This design comes from an exercise in tuning for small area and a short achievable clock period on the open sky130 flow, not from production work. Where RTL was checked, it was by simulation tests only, not by an equivalence proof against the original. No functional check of the RTL was part of run 2. Power figures rest on the tool's default switching activity, not on a simulated workload.

==> flow/design.v, too long to show whole: its modules and the start of the top module <==
// module MULTI_32bit: 4027 lines
// module MULTI_32bit_fa: 6 lines
// module MULTI_32bit_enc: 7 lines
// module MULTI_32bit_c42: 9 lines
// module MULTI_32bit_c42n: 8 lines
// module MULTI_32bit_pp: 5 lines
// module MULTI_32bit_xor: 5 lines
// module MULTI_32bit_and: 5 lines
// module MULTI_32bit_ha: 6 lines
module MULTI_32bit(clk, rst, A, B, F);
  // ...
==> flow/flow/run.sh <==
#!/bin/bash
# The standard layout, but with port buffers of a plain buffer cell
# (buffer_ports otherwise picks a delay cell, clkdlybuf4s50_1).
set -euo pipefail
export BUFFER_PORTS_ARGS="-buffer_cell sky130_fd_sc_hd__buf_4"
bash standard.sh > make_finish.log 2>&1
==> flow/standard.sh <==
#!/bin/bash
# synth_recipe.tcl (not shown) runs the flow's synth.tcl, then flattens the netlist and writes it again
# the make line also repeats each setting of config.mk as NAME=value (left out here)
make -C /OpenROAD-flow-scripts/flow DESIGN_CONFIG=/design/flow/config.mk WORK_HOME=/design/flow/orfs CLKGATE_MAP_FILE= SYNTH_SCRIPT=/design/flow/synth_recipe.tcl "${@:-finish}"
==> flow/config.mk <==
export PLATFORM = sky130hd
export DESIGN_NAME = MULTI_32bit
export DESIGN_NICKNAME = MULTI_32bit
export VERILOG_FILES = /design/flow/design.v
export SDC_FILE = /design/flow/constraint.sdc
export NUM_CORES = 4
export LEC_CHECK = 0
export ABC_CLOCK_PERIOD_IN_PS = 2500
export CAP_MARGIN = 20
export CORE_MARGIN = 2
export CORE_UTILIZATION = 40
export CTS_BUF_LIST = sky130_fd_sc_hd__clkbuf_16
export CTS_CLUSTER_DIAMETER = 80
export CTS_CLUSTER_SIZE = 30
export SETUP_SLACK_MARGIN = 4.3
export SLEW_MARGIN = 20
export SYNTH_HIERARCHICAL = 1
export SYNTH_MINIMUM_KEEP_SIZE = 0
==> flow/constraint.sdc <==
create_clock -name core_clock -period 7.0 [get_ports {clk}]
set_input_delay 1.4000 -clock core_clock [delete_from_list [all_inputs] [get_ports {clk}]]
set_output_delay 1.4000 -clock core_clock [all_outputs]
set_load 0.01 [all_outputs]
==> summary.txt, run 1 <==
Global route
  – Global-route wire length before repair: 89000 um
  – Met1 GRT Util: 0.299
  – Global Route Usage Sum: 0.203

Power
  – Total power: 11300 uW
  – Clock share of power: 0.142
  – Power Dens Cells: 447 mW/mm2
  – Largest power group: combinational logic
  – Seq group: 3620 uW
  – LEAKAGE: 0.0109 uW

Die
  – # rows: 86
  – Tap Count: 748
  – # IOs: 98

Cells and area
  – Multi-input combinational area share: 0.567
  – Multi-input gates: 1314
  – Seq area share: 0.314
  – Largest register by flop count: F
  – Non-clk invs: 92
  – Design Area, Final: 0.0254 mm2
  – Final core utilization: 0.458
  – Number of flip-flops in the largest register: 32

Worst setup path
  – Crit-path cells: buf_6 > ha_2 > a22o_1 > fa_1
  – Worst Setup SP: B[3]
  – Reg2reg end: r2_h32
  – Worst setup path end: r1_c18_4
  – WP buf/inv: 1
  – Crit path launch type: input pin
  – Crit Path Max Fanout: 37

Clock tree
  – Clock Tree Buf Depth: 3
  – CTS Root Cell: clkbuf_16

Detailed routing
  – Via density: 5.31
  – Routed WL: 58300 um
  – Top Layer Used: met4

Worst hold path
  – HP Start: r1_e[4]

STA
  – Final setup TNS: 0 ps
  – Final hold viol count: 0
  – Final setup fails: 0
  – Pins Over Slew Limit: 0
  – RSZ-0062 raised after global routing: true
  – Final WS setup: 4300 ps

Synth
  – Avg Cell Area, Syn: 12.1 um2

Placement
  – Hpwl dp: 45000 um
  – Placed inst area: 0.0240 mm2
  – Port bufs: 96

Status
  – Outcome: no timing/DRC/antenna violations
==> inputs of run 2 (changes only) <==
--- a/flow/design.v
+++ b/flow/design.v
@@ -614,111 +614,111 @@
   reg r2_p18;
   reg r2_p19;
   reg r2_p20;
   reg r2_p21;
   reg r2_p22;
   always @(posedge clk) begin
     r2_s <= r1_s;
     r2_e <= r1_e;
-    r2_h23 <= h1319;
-    r2_h24 <= h1320;
-    r2_h25 <= h1321;
-    r2_h26 <= h1322;
-    r2_h27 <= h1323;
-    r2_h28 <= h1324;
-    r2_h29 <= h1325;
-    r2_h30 <= h1326;
-    r2_h31 <= h1327;
-    r2_h32 <= h1328;
-    r2_h33 <= h1329;
-    r2_h34 <= h1330;
-    r2_h35 <= h1331;
-    r2_h36 <= h1332;
-    r2_h37 <= h1333;
-    r2_h38 <= h1334;
-    r2_h39 <= h1335;
-    r2_h40 <= h1336;
-    r2_h41 <= h1337;
-    r2_h42 <= h1338;
-    r2_h43 <= h1339;
-    r2_h44 <= h1340;
-    r2_h45 <= h1341;
-    r2_h46 <= h1342;
-    r2_h47 <= h1343;
-    r2_g0 <= g1344;
-    r2_g1 <= g1345;
-    r2_g2 <= g1346;
-    r2_g3 <= g1347;
-    r2_g4 <= g1348;
-    r2_g5 <= g1349;
-    r2_g6 <= g1350;
-    r2_g7 <= g1351;
-    r2_g8 <= g1352;
-    r2_g9 <= g1353;
-    r2_g10 <= g1354;
-    r2_g11 <= g1355;
-    r2_g12 <= g1356;
-    r2_g13 <= g1357;
-    r2_g14 <= g1358;
-    r2_g15 <= g1359;
-    r2_g16 <= g1360;
-    r2_g17 <= g1361;
-    r2_g18 <= g1362;
-    r2_g19 <= g1363;
-    r2_g20 <= g1364;
-    r2_g21 <= g1365;
-    r2_g22 <= g1366;
-    r2_g23 <= g1367;
-    r2_g24 <= g1368;
-    r2_g25 <= g1369;
-    r2_g26 <= g1370;
-    r2_g27 <= g1371;
-    r2_g28 <= g1372;
-    r2_g29 <= g1373;
-    r2_g30 <= g1374;
-    r2_g31 <= g1375;
-    r2_g32 <= g1376;
-    r2_g33 <= g1377;
-    r2_g34 <= g1378;
-    r2_g35 <= g1379;
-    r2_g36 <= g1380;
-    r2_g37 <= g1381;
-    r2_g38 <= g1382;
-    r2_g39 <= g1383;
-    r2_g40 <= g1384;
-    r2_g41 <= g1385;
-    r2_g42 <= g1386;
-    r2_g43 <= g1387;
-    r2_g44 <= g1388;
-    r2_g45 <= g1389;
-    r2_g46 <= g1390;
+    r2_h23 <= h1342;
+    r2_h24 <= h1344;
+    r2_h25 <= h1346;
+    r2_h26 <= h1348;
+    r2_h27 <= h1350;
+    r2_h28 <= h1352;
+    r2_h29 <= h1354;
+    r2_h30 <= h1356;
+    r2_h31 <= h1358;
+    r2_h32 <= h1360;
+    r2_h33 <= h1362;
+    r2_h34 <= h1364;
+    r2_h35 <= h1366;
+    r2_h36 <= h1368;
+    r2_h37 <= h1370;
+    r2_h38 <= h1372;
+    r2_h39 <= h1374;
+    r2_h40 <= h1376;
+    r2_h41 <= h1378;
+    r2_h42 <= h1380;
+    r2_h43 <= h1382;
+    r2_h44 <= h1384;
+    r2_h45 <= h1386;
+    r2_h46 <= h1388;
+    r2_h47 <= h1390;
+    r2_g0 <= g1297;
+    r2_g1 <= g1299;
+    r2_g2 <= g1301;
+    r2_g3 <= g1303;
+    r2_g4 <= g1305;
+    r2_g5 <= g1307;
+    r2_g6 <= g1309;
+    r2_g7 <= g1311;
+    r2_g8 <= g1313;
+    r2_g9 <= g1315;
+    r2_g10 <= g1317;
+    r2_g11 <= g1319;
+    r2_g12 <= g1321;
+    r2_g13 <= g1323;
+    r2_g14 <= g1325;
+    r2_g15 <= g1327;
+    r2_g16 <= g1329;
+    r2_g17 <= g1331;
+    r2_g18 <= g1333;
+    r2_g19 <= g1335;
+    r2_g20 <= g1337;
+    r2_g21 <= g1339;
+    r2_g22 <= g1341;
+    r2_g23 <= g1343;
+    r2_g24 <= g1345;
+    r2_g25 <= g1347;
+    r2_g26 <= g1349;
+    r2_g27 <= g1351;
+    r2_g28 <= g1353;
+    r2_g29 <= g1355;
+    r2_g30 <= g1357;
+    r2_g31 <= g1359;
+    r2_g32 <= g1361;
+    r2_g33 <= g1363;
+    r2_g34 <= g1365;
+    r2_g35 <= g1367;
+    r2_g36 <= g1369;
+    r2_g37 <= g1371;
+    r2_g38 <= g1373;
+    r2_g39 <= g1375;
+    r2_g40 <= g1377;
+    r2_g41 <= g1379;
+    r2_g42 <= g1381;
+    r2_g43 <= g1383;
+    r2_g44 <= g1385;
+    r2_g45 <= g1387;
+    r2_g46 <= g1389;
     r2_g47 <= g1391;
-    r2_p1 <= h1297;
-    r2_p2 <= h1298;
-    r2_p3 <= h1299;
-    r2_p4 <= h1300;
-    r2_p5 <= h1301;
-    r2_p6 <= h1302;
-    r2_p7 <= h1303;
-    r2_p8 <= h1304;
-    r2_p9 <= h1305;
-    r2_p10 <= h1306;
-    r2_p11 <= h1307;
-    r2_p12 <= h1308;
-    r2_p13 <= h1309;
-    r2_p14 <= h1310;
-    r2_p15 <= h1311;
-    r2_p16 <= h1312;
-    r2_p17 <= h1313;
-    r2_p18 <= h1314;
-    r2_p19 <= h1315;
-    r2_p20 <= h1316;
-    r2_p21 <= h1317;
-    r2_p22 <= h1318;
+    r2_p1 <= h1298;
+    r2_p2 <= h1300;
+    r2_p3 <= h1302;
+    r2_p4 <= h1304;
+    r2_p5 <= h1306;
+    r2_p6 <= h1308;
+    r2_p7 <= h1310;
+    r2_p8 <= h1312;
+    r2_p9 <= h1314;
+    r2_p10 <= h1316;
+    r2_p11 <= h1318;
+    r2_p12 <= h1320;
+    r2_p13 <= h1322;
+    r2_p14 <= h1324;
+    r2_p15 <= h1326;
+    r2_p16 <= h1328;
+    r2_p17 <= h1330;
+    r2_p18 <= h1332;
+    r2_p19 <= h1334;
+    r2_p20 <= h1336;
+    r2_p21 <= h1338;
+    r2_p22 <= h1340;
   end
   wire one1;
   wire two2;
   wire neg3;
   wire one4;
   wire two5;
   wire neg6;
   wire xt7;
@@ -2006,110 +2006,110 @@
   wire c1289;
   wire s1290;
   wire c1291;
   wire s1292;
   wire c1293;
   wire s1294;
   wire c1295;
   wire h1296;
-  wire h1297;
+  wire g1297;
   wire h1298;
-  wire h1299;
+  wire g1299;
   wire h1300;
-  wire h1301;
+  wire g1301;
   wire h1302;
-  wire h1303;
+  wire g1303;
   wire h1304;
-  wire h1305;
+  wire g1305;
   wire h1306;
-  wire h1307;
+  wire g1307;
   wire h1308;
-  wire h1309;
+  wire g1309;
   wire h1310;
-  wire h1311;
+  wire g1311;
   wire h1312;
-  wire h1313;
+  wire g1313;
   wire h1314;
-  wire h1315;
+  wire g1315;
   wire h1316;
-  wire h1317;
+  wire g1317;
   wire h1318;
-  wire h1319;
+  wire g1319;
   wire h1320;
-  wire h1321;
+  wire g1321;
   wire h1322;
-  wire h1323;
+  wire g1323;
   wire h1324;
-  wire h1325;
+  wire g1325;
   wire h1326;
-  wire h1327;
+  wire g1327;
   wire h1328;
-  wire h1329;
+  wire g1329;
   wire h1330;
-  wire h1331;
+  wire g1331;
   wire h1332;
-  wire h1333;
+  wire g1333;
   wire h1334;
-  wire h1335;
+  wire g1335;
   wire h1336;
-  wire h1337;
+  wire g1337;
   wire h1338;
-  wire h1339;
+  wire g1339;
   wire h1340;
-  wire h1341;
+  wire g1341;
   wire h1342;
-  wire h1343;
-  wire g1344;
+  wire g1343;
+  wire h1344;
   wire g1345;
-  wire g1346;
+  wire h1346;
   wire g1347;
-  wire g1348;
+  wire h1348;
   wire g1349;
-  wire g1350;
+  wire h1350;
   wire g1351;
-  wire g1352;
+  wire h1352;
   wire g1353;
-  wire g1354;
+  wire h1354;
   wire g1355;
-  wire g1356;
+  wire h1356;
   wire g1357;
-  wire g1358;
+  wire h1358;
   wire g1359;
-  wire g1360;
+  wire h1360;
   wire g1361;
-  wire g1362;
+  wire h1362;
   wire g1363;
-  wire g1364;
+  wire h1364;
   wire g1365;
-  wire g1366;
+  wire h1366;
   wire g1367;
-  wire g1368;
+  wire h1368;
   wire g1369;
-  wire g1370;
+  wire h1370;
   wire g1371;
-  wire g1372;
+  wire h1372;
   wire g1373;
-  wire g1374;
+  wire h1374;
   wire g1375;
-  wire g1376;
+  wire h1376;
   wire g1377;
-  wire g1378;
+  wire h1378;
   wire g1379;
-  wire g1380;
+  wire h1380;
   wire g1381;
-  wire g1382;
+  wire h1382;
   wire g1383;
-  wire g1384;
+  wire h1384;
   wire g1385;
-  wire g1386;
+  wire h1386;
   wire g1387;
-  wire g1388;
+  wire h1388;
   wire g1389;
-  wire g1390;
+  wire h1390;
   wire g1391;
   wire G1392;
   wire G1393;
   wire P1394;
   wire G1395;
   wire P1396;
   wire G1397;
   wire P1398;
@@ -2885,112 +2885,20 @@
   assign s902 = ~(A[18] ^ pp569);
   assign c903 = A[18] | pp569;
   assign s906 = ~(A[20] ^ pp626);
   assign c907 = A[20] | pp626;
   assign s910 = ~(A[22] ^ pp702);
   assign c911 = A[22] | pp702;
   assign s1294 = ~(r1_c47_0 ^ r1_c47_2);
   assign c1295 = r1_c47_0 | r1_c47_2;
-  assign h1296 = r1_c0_0 ^ r1_c0_1;
-  assign h1297 = r1_c1_0 ^ 1'b0;
-  assign h1298 = r1_c2_0 ^ 1'b0;
-  assign h1299 = s1206 ^ r1_c3_2;
-  assign h1300 = c1207 ^ s1208;
-  assign h1301 = c1209 ^ s1210;
-  assign h1302 = c1211 ^ s1212;
-  assign h1303 = c1213 ^ s1214;
-  assign h1304 = c1215 ^ s1216;
-  assign h1305 = c1217 ^ s1218;
-  assign h1306 = c1219 ^ s1220;
-  assign h1307 = c1221 ^ s1222;
-  assign h1308 = c1223 ^ s1224;
-  assign h1309 = c1225 ^ s1226;
-  assign h1310 = c1227 ^ s1228;
-  assign h1311 = c1229 ^ s1230;
-  assign h1312 = c1231 ^ s1232;
-  assign h1313 = c1233 ^ s1234;
-  assign h1314 = c1235 ^ s1236;
-  assign h1315 = c1237 ^ s1238;
-  assign h1316 = c1239 ^ s1240;
-  assign h1317 = c1241 ^ s1242;
-  assign h1318 = c1243 ^ s1244;
-  assign h1319 = c1245 ^ s1246;
-  assign h1320 = c1247 ^ s1248;
-  assign h1321 = c1249 ^ s1250;
-  assign h1322 = c1251 ^ s1252;
-  assign h1323 = c1253 ^ s1254;
-  assign h1324 = c1255 ^ s1256;
-  assign h1325 = c1257 ^ s1258;
-  assign h1326 = c1259 ^ s1260;
-  assign h1327 = c1261 ^ s1262;
-  assign h1328 = c1263 ^ s1264;
-  assign h1329 = c1265 ^ s1266;
-  assign h1330 = c1267 ^ s1268;
-  assign h1331 = c1269 ^ s1270;
-  assign h1332 = c1271 ^ s1272;
-  assign h1333 = c1273 ^ s1274;
-  assign h1334 = c1275 ^ s1276;
-  assign h1335 = c1277 ^ s1278;
-  assign h1336 = c1279 ^ s1280;
-  assign h1337 = c1281 ^ s1282;
-  assign h1338 = c1283 ^ s1284;
-  assign h1339 = c1285 ^ s1286;
-  assign h1340 = c1287 ^ s1288;
-  assign h1341 = c1289 ^ s1290;
-  assign h1342 = c1291 ^ s1292;
-  assign h1343 = c1293 ^ s1294;
-  assign g1344 = r1_c0_0 & r1_c0_1;
-  assign g1345 = r1_c1_0 & 1'b0;
-  assign g1346 = r1_c2_0 & 1'b0;
-  assign g1347 = s1206 & r1_c3_2;
-  assign g1348 = c1207 & s1208;
-  assign g1349 = c1209 & s1210;
-  assign g1350 = c1211 & s1212;
-  assign g1351 = c1213 & s1214;
-  assign g1352 = c1215 & s1216;
-  assign g1353 = c1217 & s1218;
-  assign g1354 = c1219 & s1220;
-  assign g1355 = c1221 & s1222;
-  assign g1356 = c1223 & s1224;
-  assign g1357 = c1225 & s1226;
-  assign g1358 = c1227 & s1228;
-  assign g1359 = c1229 & s1230;
-  assign g1360 = c1231 & s1232;
-  assign g1361 = c1233 & s1234;
-  assign g1362 = c1235 & s1236;
-  assign g1363 = c1237 & s1238;
-  assign g1364 = c1239 & s1240;
-  assign g1365 = c1241 & s1242;
-  assign g1366 = c1243 & s1244;
-  assign g1367 = c1245 & s1246;
-  assign g1368 = c1247 & s1248;
-  assign g1369 = c1249 & s1250;
-  assign g1370 = c1251 & s1252;
-  assign g1371 = c1253 & s1254;
-  assign g1372 = c1255 & s1256;
-  assign g1373 = c1257 & s1258;
-  assign g1374 = c1259 & s1260;
-  assign g1375 = c1261 & s1262;
-  assign g1376 = c1263 & s1264;
-  assign g1377 = c1265 & s1266;
-  assign g1378 = c1267 & s1268;
-  assign g1379 = c1269 & s1270;
-  assign g1380 = c1271 & s1272;
-  assign g1381 = c1273 & s1274;
-  assign g1382 = c1275 & s1276;
-  assign g1383 = c1277 & s1278;
-  assign g1384 = c1279 & s1280;
-  assign g1385 = c1281 & s1282;
-  assign g1386 = c1283 & s1284;
-  assign g1387 = c1285 & s1286;
-  assign g1388 = c1287 & s1288;
-  assign g1389 = c1289 & s1290;
-  assign g1390 = c1291 & s1292;
-  assign g1391 = c1293 & s1294;
+  assign h1298 = r1_c1_0 ^ 1'b0;
+  assign g1299 = r1_c1_0 & 1'b0;
+  assign h1300 = r1_c2_0 ^ 1'b0;
+  assign g1301 = r1_c2_0 & 1'b0;
   assign G1392 = r2_g1 | (r2_p1 & r2_g0);
   assign G1393 = r2_g2 | (r2_p2 & r2_g1);
   assign P1394 = r2_p2 & r2_p1;
   assign G1395 = r2_g3 | (r2_p3 & r2_g2);
   assign P1396 = r2_p3 & r2_p2;
   assign G1397 = r2_g4 | (r2_p4 & r2_g3);
   assign P1398 = r2_p4 & r2_p3;
   assign G1399 = r2_g5 | (r2_p5 & r2_g4);
@@ -4015,16 +3923,108 @@
   MULTI_32bit_fa u_s1278 (.a(s1120), .b(s1194), .c(c1193), .s(s1278), .co(c1279));
   MULTI_32bit_fa u_s1280 (.a(c1121), .b(s1196), .c(c1195), .s(s1280), .co(c1281));
   MULTI_32bit_fa u_s1282 (.a(s1124), .b(s1198), .c(c1197), .s(s1282), .co(c1283));
   MULTI_32bit_fa u_s1284 (.a(c1125), .b(c1199), .c(s1200), .s(s1284), .co(c1285));
   MULTI_32bit_fa u_s1286 (.a(c1127), .b(s1202), .c(c1201), .s(s1286), .co(c1287));
   MULTI_32bit_fa u_s1288 (.a(r1_c44_2), .b(s1204), .c(c1203), .s(s1288), .co(c1289));
   MULTI_32bit_fa u_s1290 (.a(r1_c45_0), .b(r1_c45_1), .c(c1205), .s(s1290), .co(c1291));
   MULTI_32bit_ha u_s1292 (.a(r1_c46_0), .b(r1_c46_1), .s(s1292), .co(c1293));
+  MULTI_32bit_xor u_h1296 (.a(r1_c0_0), .b(r1_c0_1), .y(h1296));
+  MULTI_32bit_and u_g1297 (.a(r1_c0_0), .b(r1_c0_1), .y(g1297));
+  MULTI_32bit_xor u_h1302 (.a(s1206), .b(r1_c3_2), .y(h1302));
+  MULTI_32bit_and u_g1303 (.a(s1206), .b(r1_c3_2), .y(g1303));
+  MULTI_32bit_xor u_h1304 (.a(c1207), .b(s1208), .y(h1304));
+  MULTI_32bit_and u_g1305 (.a(c1207), .b(s1208), .y(g1305));
+  MULTI_32bit_xor u_h1306 (.a(c1209), .b(s1210), .y(h1306));
+  MULTI_32bit_and u_g1307 (.a(c1209), .b(s1210), .y(g1307));
+  MULTI_32bit_xor u_h1308 (.a(c1211), .b(s1212), .y(h1308));
+  MULTI_32bit_and u_g1309 (.a(c1211), .b(s1212), .y(g1309));
+  MULTI_32bit_xor u_h1310 (.a(c1213), .b(s1214), .y(h1310));
+  MULTI_32bit_and u_g1311 (.a(c1213), .b(s1214), .y(g1311));
+  MULTI_32bit_xor u_h1312 (.a(c1215), .b(s1216), .y(h1312));
+  MULTI_32bit_and u_g1313 (.a(c1215), .b(s1216), .y(g1313));
+  MULTI_32bit_xor u_h1314 (.a(c1217), .b(s1218), .y(h1314));
+  MULTI_32bit_and u_g1315 (.a(c1217), .b(s1218), .y(g1315));
+  MULTI_32bit_xor u_h1316 (.a(c1219), .b(s1220), .y(h1316));
+  MULTI_32bit_and u_g1317 (.a(c1219), .b(s1220), .y(g1317));
+  MULTI_32bit_xor u_h1318 (.a(c1221), .b(s1222), .y(h1318));
+  MULTI_32bit_and u_g1319 (.a(c1221), .b(s1222), .y(g1319));
+  MULTI_32bit_xor u_h1320 (.a(c1223), .b(s1224), .y(h1320));
+  MULTI_32bit_and u_g1321 (.a(c1223), .b(s1224), .y(g1321));
+  MULTI_32bit_xor u_h1322 (.a(c1225), .b(s1226), .y(h1322));
+  MULTI_32bit_and u_g1323 (.a(c1225), .b(s1226), .y(g1323));
+  MULTI_32bit_xor u_h1324 (.a(c1227), .b(s1228), .y(h1324));
+  MULTI_32bit_and u_g1325 (.a(c1227), .b(s1228), .y(g1325));
+  MULTI_32bit_xor u_h1326 (.a(c1229), .b(s1230), .y(h1326));
+  MULTI_32bit_and u_g1327 (.a(c1229), .b(s1230), .y(g1327));
+  MULTI_32bit_xor u_h1328 (.a(c1231), .b(s1232), .y(h1328));
+  MULTI_32bit_and u_g1329 (.a(c1231), .b(s1232), .y(g1329));
+  MULTI_32bit_xor u_h1330 (.a(c1233), .b(s1234), .y(h1330));
+  MULTI_32bit_and u_g1331 (.a(c1233), .b(s1234), .y(g1331));
+  MULTI_32bit_xor u_h1332 (.a(c1235), .b(s1236), .y(h1332));
+  MULTI_32bit_and u_g1333 (.a(c1235), .b(s1236), .y(g1333));
+  MULTI_32bit_xor u_h1334 (.a(c1237), .b(s1238), .y(h1334));
+  MULTI_32bit_and u_g1335 (.a(c1237), .b(s1238), .y(g1335));
+  MULTI_32bit_xor u_h1336 (.a(c1239), .b(s1240), .y(h1336));
+  MULTI_32bit_and u_g1337 (.a(c1239), .b(s1240), .y(g1337));
+  MULTI_32bit_xor u_h1338 (.a(c1241), .b(s1242), .y(h1338));
+  MULTI_32bit_and u_g1339 (.a(c1241), .b(s1242), .y(g1339));
+  MULTI_32bit_xor u_h1340 (.a(c1243), .b(s1244), .y(h1340));
+  MULTI_32bit_and u_g1341 (.a(c1243), .b(s1244), .y(g1341));
+  MULTI_32bit_xor u_h1342 (.a(c1245), .b(s1246), .y(h1342));
+  MULTI_32bit_and u_g1343 (.a(c1245), .b(s1246), .y(g1343));
+  MULTI_32bit_xor u_h1344 (.a(c1247), .b(s1248), .y(h1344));
+  MULTI_32bit_and u_g1345 (.a(c1247), .b(s1248), .y(g1345));
+  MULTI_32bit_xor u_h1346 (.a(c1249), .b(s1250), .y(h1346));
+  MULTI_32bit_and u_g1347 (.a(c1249), .b(s1250), .y(g1347));
+  MULTI_32bit_xor u_h1348 (.a(c1251), .b(s1252), .y(h1348));
+  MULTI_32bit_and u_g1349 (.a(c1251), .b(s1252), .y(g1349));
+  MULTI_32bit_xor u_h1350 (.a(c1253), .b(s1254), .y(h1350));
+  MULTI_32bit_and u_g1351 (.a(c1253), .b(s1254), .y(g1351));
+  MULTI_32bit_xor u_h1352 (.a(c1255), .b(s1256), .y(h1352));
+  MULTI_32bit_and u_g1353 (.a(c1255), .b(s1256), .y(g1353));
+  MULTI_32bit_xor u_h1354 (.a(c1257), .b(s1258), .y(h1354));
+  MULTI_32bit_and u_g1355 (.a(c1257), .b(s1258), .y(g1355));
+  MULTI_32bit_xor u_h1356 (.a(c1259), .b(s1260), .y(h1356));
+  MULTI_32bit_and u_g1357 (.a(c1259), .b(s1260), .y(g1357));
+  MULTI_32bit_xor u_h1358 (.a(c1261), .b(s1262), .y(h1358));
+  MULTI_32bit_and u_g1359 (.a(c1261), .b(s1262), .y(g1359));
+  MULTI_32bit_xor u_h1360 (.a(c1263), .b(s1264), .y(h1360));
+  MULTI_32bit_and u_g1361 (.a(c1263), .b(s1264), .y(g1361));
+  MULTI_32bit_xor u_h1362 (.a(c1265), .b(s1266), .y(h1362));
+  MULTI_32bit_and u_g1363 (.a(c1265), .b(s1266), .y(g1363));
+  MULTI_32bit_xor u_h1364 (.a(c1267), .b(s1268), .y(h1364));
+  MULTI_32bit_and u_g1365 (.a(c1267), .b(s1268), .y(g1365));
+  MULTI_32bit_xor u_h1366 (.a(c1269), .b(s1270), .y(h1366));
+  MULTI_32bit_and u_g1367 (.a(c1269), .b(s1270), .y(g1367));
+  MULTI_32bit_xor u_h1368 (.a(c1271), .b(s1272), .y(h1368));
+  MULTI_32bit_and u_g1369 (.a(c1271), .b(s1272), .y(g1369));
+  MULTI_32bit_xor u_h1370 (.a(c1273), .b(s1274), .y(h1370));
+  MULTI_32bit_and u_g1371 (.a(c1273), .b(s1274), .y(g1371));
+  MULTI_32bit_xor u_h1372 (.a(c1275), .b(s1276), .y(h1372));
+  MULTI_32bit_and u_g1373 (.a(c1275), .b(s1276), .y(g1373));
+  MULTI_32bit_xor u_h1374 (.a(c1277), .b(s1278), .y(h1374));
+  MULTI_32bit_and u_g1375 (.a(c1277), .b(s1278), .y(g1375));
+  MULTI_32bit_xor u_h1376 (.a(c1279), .b(s1280), .y(h1376));
+  MULTI_32bit_and u_g1377 (.a(c1279), .b(s1280), .y(g1377));
+  MULTI_32bit_xor u_h1378 (.a(c1281), .b(s1282), .y(h1378));
+  MULTI_32bit_and u_g1379 (.a(c1281), .b(s1282), .y(g1379));
+  MULTI_32bit_xor u_h1380 (.a(c1283), .b(s1284), .y(h1380));
+  MULTI_32bit_and u_g1381 (.a(c1283), .b(s1284), .y(g1381));
+  MULTI_32bit_xor u_h1382 (.a(c1285), .b(s1286), .y(h1382));
+  MULTI_32bit_and u_g1383 (.a(c1285), .b(s1286), .y(g1383));
+  MULTI_32bit_xor u_h1384 (.a(c1287), .b(s1288), .y(h1384));
+  MULTI_32bit_and u_g1385 (.a(c1287), .b(s1288), .y(g1385));
+  MULTI_32bit_xor u_h1386 (.a(c1289), .b(s1290), .y(h1386));
+  MULTI_32bit_and u_g1387 (.a(c1289), .b(s1290), .y(g1387));
+  MULTI_32bit_xor u_h1388 (.a(c1291), .b(s1292), .y(h1388));
+  MULTI_32bit_and u_g1389 (.a(c1291), .b(s1292), .y(g1389));
+  MULTI_32bit_xor u_h1390 (.a(c1293), .b(s1294), .y(h1390));
+  MULTI_32bit_and u_g1391 (.a(c1293), .b(s1294), .y(g1391));
   wire [47:0] p = {q1819, q1818, q1817, q1816, q1815, q1814, q1813, q1812, q1811, q1810, q1809, q1808, q1807, q1806, q1805, q1804, q1803, q1802, q1801, q1800, q1799, q1798, q1797, q1796, q1795, 1'b0, 1'b0, 1'b0, 1'b0, 1'b0, 1'b0, 1'b0, 1'b0, 1'b0, 1'b0, 1'b0, 1'b0, 1'b0, 1'b0, 1'b0, 1'b0, 1'b0, 1'b0, 1'b0, 1'b0, 1'b0, 1'b0, 1'b0};
   wire [7:0] e1 = r2_e + 8'd1;
   always @(posedge clk)
     F <= p[47] ? {r2_s, e1, p[46:24]} : {r2_s, r2_e, p[45:23]};
 endmodule
 module MULTI_32bit_fa(a, b, c, s, co);
   input a, b, c;
   output s, co;
==> flow/config.mk (replaced) <==
export PLATFORM = sky130hd
export DESIGN_NAME = MULTI_32bit
export DESIGN_NICKNAME = MULTI_32bit
export VERILOG_FILES = /design/flow/design.v
export SDC_FILE = /design/flow/constraint.sdc
export NUM_CORES = 4
export LEC_CHECK = 0
export ABC_CLOCK_PERIOD_IN_PS = 2500
export CAP_MARGIN = 20
export CORE_MARGIN = 2
export CORE_UTILIZATION = 40
export CTS_BUF_LIST = sky130_fd_sc_hd__clkbuf_8
export SETUP_SLACK_MARGIN = 4.3
export SLEW_MARGIN = 20
export SYNTH_HIERARCHICAL = 1
export SYNTH_MINIMUM_KEEP_SIZE = 0
==> summary.txt, run 2 <==
Placement
  – GPL Wtd Cong: 0.856
  – Hpwl dp: 46900 um (+4.1%)
  – Dpl ws: 3590 ps
  – Port bufs: 96 (unchanged)

Worst setup path
  – Crit Path Max Fanout: 2 (-95%)
  – Crit. End Element: register
  – Critical Path RT: 7510 ps
  – Crit path launch type: register
  – CP Data Arrival Time: 3160 ps
  – R2r setup slk: 4350 ps
  – Crit path kind: reg -> reg

Clock tree
  – Sink Count: 397
  – Clock Tree Buf Depth: 3 (unchanged)
  – Clock transition at path regs: 60 ps
  – Hold Buf Count CTS: 0
  – CTS Root Cell: clkbuf_8
  – CTS buffer count: 71
  – Htree depth: 3
  – TritonCTS clock tree: yes
  – Clk latency of the worst-skew pair: 640 ps

STA
  – Rel. slew slack: 0.435
  – Worst Tran Pin Value: 846 ps
  – Clk_skew: 31.2 ps
  – Pins Over Slew Limit: 0 (unchanged)
  – Min cycle time layout: 2650 ps
  – RSZ-0062 raised after global routing: true
  – Final hold viol count: 0 (unchanged)
  – Ratio of final minimum period to clock period: 0.379
  – Final setup TNS: 0 ps (unchanged)
  – Final WS setup: 4350 ps (+43.0 ps)
  – Fmax: 377 MHz
  – Final setup fails: 0 (unchanged)

Global route
  – Initial antenna violation count: 1
  – GR Overflow Total: 0
  – Global Route Usage Sum: 0.208 (+0.00457)
  – Vias in the first global route: 16000
  – Global-route wire length before repair: 93800 um (+5.4%)
  – Largest net degree at the start of global routing: 38

Die
  – Die X: 243 um
  – # rows: 87 (+1.2%)
  – Die height: 243 um
  – # IOs: 98 (unchanged)
  – Initial core utilization: 0.406
  – Core area: 0.0565 mm2
  – Die area: 0.0593 mm2

Status
  – Outcome: no timing/DRC/antenna violations

Synth
  – Synthesized area: 0.0229 mm2
  – Avg Cell Area, Syn: 11.8 um2 (-2.7%)
  – Cells after synthesis: 1948
  – Ys Warns: 7

Detailed routing
  – DR WL/cell: 21.4 um
  – Drt first-iter violations: 1178
  – DRC: 0
  – Routed WL: 61500 um (+5.6%)
  – Remaining antenna violation count: 0
  – DRT Pass-1 Iters: 5
  – Via count: 15400
  – Via density: 5.35 (+0.63%)

Cells and area
  – Largest register by flop count: F
  – Commonest non-fill, non-tap cell in the layout: dfxtp_1
  – Net count, final: 2470
  – Share of cells above drive strength 1: 0.140
  – # fillers: 5164
  – Number of flip-flops in the largest register: 32 (unchanged)
  – Leading cell types in the layout, fill and taps excluded: dfxtp_1 (391), xor2_1 (308), a22o_1 (297)
  – Biggest regs: F x32, r1_e x8, r2_e x8
  – Syn-to-layout area delta: 14.9%

Power
  – VDD IR max: 0.249 mV
  – Power Dens Cells: 485 mW/mm2 (+8.5%)
  – LEAKAGE: 0.0114 uW (+4.2%)
  – Total power: 12800 uW (+13%)

Worst hold path
  – HP Class: reg -> reg

Run
  – Max Cap Viol: 0
==> run 2: cell count changes in the layout (fill, tap and decap cells not counted), moves of 9 or more <==
cell / change
clkbuf_16: -24
and2_1: +48
fa_2: -28
dfxtp_1: +15
inv_1: +15
ha_2: -9
ha_1: -35
clkinv_2: +10
xor2_1: +40
clkbuf_8: +91
fa_1: +28
dfxtp_2: -14
==> run 2: area by class of cell <==
cell class	count	area [um2]	share of cell area
Clock inverter	32	285	0.0108
Inverter	97	364	0.0138
Sequential cell	397	7960	0.302
Clock buffer	92	1270	0.0480
Timing Repair Buffer	105	846	0.0321
Multi-Input combinational cell	1398	14700	0.557
Tap cell	756	946	0.0359
Antenna cell	2	5.00	0.000190
==> run 2: per-layer routing <==
layer | vias to the layer above | GRT usage | part of all wire
met5 | - | 0 | 0
met1 | 7673 | 0.294 | 0.47
met2 | 609 | 0.313 | 0.43
met3 | 107 | 0.0366 | 0.067
li1 | 7004 | - | -
met4 | 0 | 0.0888 | 0.035
==> run 2: through the flow <==
stage / instance area, um2 / instances / hold slack (ps) / utilization
floorplan: 23200 / 1957 / 310 / -
global placement: 24400 / 2743 / 311 / 0.432
detailed placement: 24400 / 2743 / 313 / 0.432
CTS: 26100 / 2874 / 325 / 0.462
global route: 26400 / 2878 / 329 / 0.466
finish: 26400 / 2879 / 325 / 0.466
==> run 2: path summary, 6_finish.rpt <==
kind | startpoint | to | cells after the start
setup / recovery | r1_c31_0 | r2_h32 | 5
hold / removal | r1_c2_0 | r2_p2 | 0
setup reg to reg | r1_c31_0 | r2_h32 | 5
hold reg to reg | r1_c2_0 | r2_p2 | 0
==> run 2: power breakdown <==
| part | leakage, uW | internal [uW] | total (uW) | switching [uW] |
|---|---|---|---|---|
| combinational | 0.00723 | 3220 | 6740 | 3520 |
| clock | 0.000838 | 1360 | 2350 | 986 |
| sequential | 0.00333 | 3140 | 3680 | 544 |
==> run 2: timing repair <==
action,CTS,global route
endpoints found under the setup margin,33,110
gates resized for setup,11,43
gates cloned,1,0
endpoints found under the hold margin,0,0
pin swaps,6,7
buffers inserted,6,3
==> run 2: critical path: stages (launching register included) <==
cell and delay, ps:
dfxtp_1 310, fa_1 500, fa_1 450, fa_1 530
fa_1 520, xor2_1 210

## static timing again, ports no longer ideal
The results above use ideal ports. As a check the final layouts listed here were re-extracted and re-timed, cells and wires unchanged. Step 1: set_driving_cell puts a clkbuf_16 on clk and a buf_2 on each other input, an assumption about the parent block. Step 2 moves the port delays by t, midway between the first and last clock arrival at a register: inputs arrive t later, outputs are due t later. That takes back most of the time a late clock gives input paths. Slacks: ideal / step 1 / step 2; pairs: ideal / step 1.
run	shift t [ns]	slack for setup (ns)	worst hold slack (ns)
run 1	0.615	4.305 / 4.305 / 3.707	0.332 / 0.332 / 0.332
run 2	0.672	4.348 / 4.293 / 3.621	0.325 / 0.325 / 0.325
After both steps every run listed still meets setup and hold. The setup slack of run 2, which loses most, moves by -0.055 ns with the drivers and by -0.727 ns with both steps.
